Background: an optimization exercise with open tools, aiming at small area and a short achievable clock period. Do not read the settings as production practice. No activity file was given, so power comes from the tool's default toggle rates.

## mult_top
module mult_top(
    input clk,
    input  [15:0] x,
    input  [15:0] y,
    output [31:0] p_out
    );
For scale: about 420 cells after synthesis, about 47 flip-flops, roughly 65 I/O pins, roughly 0.0033 mm² of cells after synthesis.
==> flow/config.mk <==
export PLATFORM = sky130hd
export DESIGN_NAME = mult_top
export DESIGN_NICKNAME = mult_top
export VERILOG_FILES = /design/flow/design.v
export SDC_FILE = /design/flow/constraint.sdc
export NUM_CORES = 4
export LEC_CHECK = 0
export CAP_MARGIN = 20
export CORE_MARGIN = 2
export CORE_UTILIZATION = 40
export SETUP_SLACK_MARGIN = 4.4
export SLEW_MARGIN = 20
export SYNTH_HIERARCHICAL = 1
==> flow/constraint.sdc <==
create_clock -name core_clock -period 7.0 [get_ports {clk}]
set_input_delay 1.4000 -clock core_clock [delete_from_list [all_inputs] [get_ports {clk}]]
set_output_delay 1.4000 -clock core_clock [all_outputs]
set_load 0.01 [all_outputs]
standard.sh (not shown) runs the stock make flow with config.mk's settings and CLKGATE_MAP_FILE= SYNTH_SCRIPT=/design/flow/synth_recipe.tcl, a recipe that flattens the netlist after the stock synthesis.
==> flow/flow/run.sh <==
#!/bin/bash
# The standard layout, with plain buffers (not delay cells) on the ports.
set -euo pipefail
bash standard.sh BUFFER_PORTS_ARGS="-buffer_cell sky130_fd_sc_hd__buf_1" ABC_LOAD_IN_FF=1 finish > flow_make.log 2>&1
==> next run, changes <==
SETUP_SLACK_MARGIN = 4.2   (was 4.4)
The changed run produced a clean layout. Global-route usage went down by 0.94 points. Worst setup slack gets better by 0.020 ns. Clock skew stays flat. Area after synthesis stays the same. Cell count is lower slightly. Wire length goes down by a few percent. Cell area shrinks by a few percent.
==> next run, changes <==
SETUP_SLACK_MARGIN = 4.0   (was 4.2)
Result: Power came out lower by 11%; design area shrinks by 10%; sequential power goes down by about 2%; setup slack degrades by 0.084 ns; worst hold slack loses 0.0098 ns; final cell count falls by 4.2%; synthesized cell count stays the same; die area does not change; flip-flop and latch count is unchanged.
Function was not checked in any run of this note: the RTL went through the layout flow alone.

---

mult_top, a different RTL version from the one above (not shown whole).
Size: roughly 380 cells after synthesis, roughly 47 flip-flops, roughly 65 I/O pins, about 3300 um^2 of cells after synthesis.
clock: 7.0 ns
lec_check: 0
cap_margin: 20
core_margin: 2
core_utilization: 40
setup_slack_margin: 3.8
slew_margin: 20
synth_hierarchical: 1
Scripts as last shown in full above: flow/flow/run.sh
The baseline finished clean.
Change:
--- a/flow/config.mk
+++ b/flow/config.mk
@@ -10,3 +10,5 @@
 export CORE_UTILIZATION = 40
-export SETUP_SLACK_MARGIN = 3.8
+export CTS_CLUSTER_DIAMETER = 80
+export CTS_CLUSTER_SIZE = 24
+export SETUP_SLACK_MARGIN = 4.0
 export SLEW_MARGIN = 20
Effect:
- synthesized cell count does not change
- final cell count barely changes
- sequential power goes up by about 1%
- power goes up by about 4%
- routed wire length goes up by about 1.6%
- clock power is about the same
- final area goes up by about 2.7%
- hold slack stays flat
Change:
==> flow/flow/run.sh (replaced) <==
#!/bin/bash
# The standard layout, with plain buffers (not delay cells) on the ports.
set -euo pipefail
bash standard.sh BUFFER_PORTS_ARGS="-buffer_cell sky130_fd_sc_hd__buf_1" CTS_ARGS="-sink_clustering_enable -repair_clock_nets -dont_use_dummy_load" finish > flow_make.log 2>&1
--- a/flow/config.mk
+++ b/flow/config.mk
@@ -10,4 +10,2 @@
 export CORE_UTILIZATION = 40
-export CTS_CLUSTER_DIAMETER = 80
-export CTS_CLUSTER_SIZE = 24
 export SETUP_SLACK_MARGIN = 4.0
Outcome: The new run completed without violations; core utilization came out lower by 1.3 points; critical path depth came out lower by 1; synthesized cell count stays the same; setup slack got worse by 0.0095 ns; clock skew came out higher by 0.017 ns; design area came out higher by about 3%; total power came out higher by 0.91%; sequential share of layout area came out lower by 0.60 points; sequential cell count is unchanged; worst hold slack improved by 0.012 ns.
Change:
==> flow/flow/run.sh (replaced) <==
#!/bin/bash
# The standard layout, with plain buffers (not delay cells) on the ports.
set -euo pipefail
bash standard.sh BUFFER_PORTS_ARGS="-buffer_cell sky130_fd_sc_hd__buf_1" ABC_LOAD_IN_FF=1 finish > flow_make.log 2>&1
--- a/flow/config.mk
+++ b/flow/config.mk
@@ -10,3 +10,3 @@
 export CORE_UTILIZATION = 40
-export SETUP_SLACK_MARGIN = 4.0
+export SETUP_SLACK_MARGIN = 4.2
 export SLEW_MARGIN = 20
Core utilization came out higher by 6.0 points.
Total power goes up by 8.4%.
Routed wire length grows by 10%.
Clock power went up by 15%.
Sequential share of layout area goes down by 1.1 points.
Critical path depth climbs by 2.
No run of this note included a check of the RTL's function; only the layout flow was run.

what the ideal ports hide:
No port has a modelled driver above. Below, the same layouts with a new extraction and two added sets of constraints. Step 1, drivers: a clkbuf_16 drives clk and a buf_2 each remaining input, both assumed. Step 2 times the ports against the registers' clock, not the clock port: input delays grow and output delays shrink by t, the midpoint of the rising clock arrivals with the driver on. Three values: ideal, step 1, step 2; two values: the first two.
run | shift t [ns] | slack for setup (ns) | hold slack, ns | slew at the worst register clock pin (ns) | worst data-port slew with drivers (ns)
the first run of note 1 | 0.319 | 4.133 / 4.109 / 4.162 | 0.477 / 0.477 / 0.477 | 0.09 / 0.09 | 0.06
the second run of note 1 | 0.329 | 4.154 / 4.126 / 3.993 | 0.483 / 0.483 / 0.483 | 0.08 / 0.08 | 0.03
the third run of note 1 | 0.320 | 4.069 / 4.042 / 3.906 | 0.473 / 0.473 / 0.473 | 0.08 / 0.08 | 0.03
the first run of note 2 | 0.321 | 3.848 / 3.819 / 3.622 | 0.483 / 0.483 / 0.483 | 0.08 / 0.08 | 0.03
the second run of note 2 | 0.321 | 4.091 / 4.063 / 3.832 | 0.483 / 0.483 / 0.483 | 0.08 / 0.08 | 0.03
the third run of note 2 | 0.302 | 4.082 / 4.057 / 3.933 | 0.495 / 0.495 / 0.495 | 0.08 / 0.08 | 0.04
the fourth run of note 2 | 0.319 | 4.106 / 4.079 / 4.014 | 0.473 / 0.473 / 0.473 | 0.08 / 0.08 | 0.03
After both steps setup and hold are still met in every run listed. For the second run of note 2, which loses most, drivers alone change the setup slack by -0.028 ns; drivers and shift together by -0.259 ns.
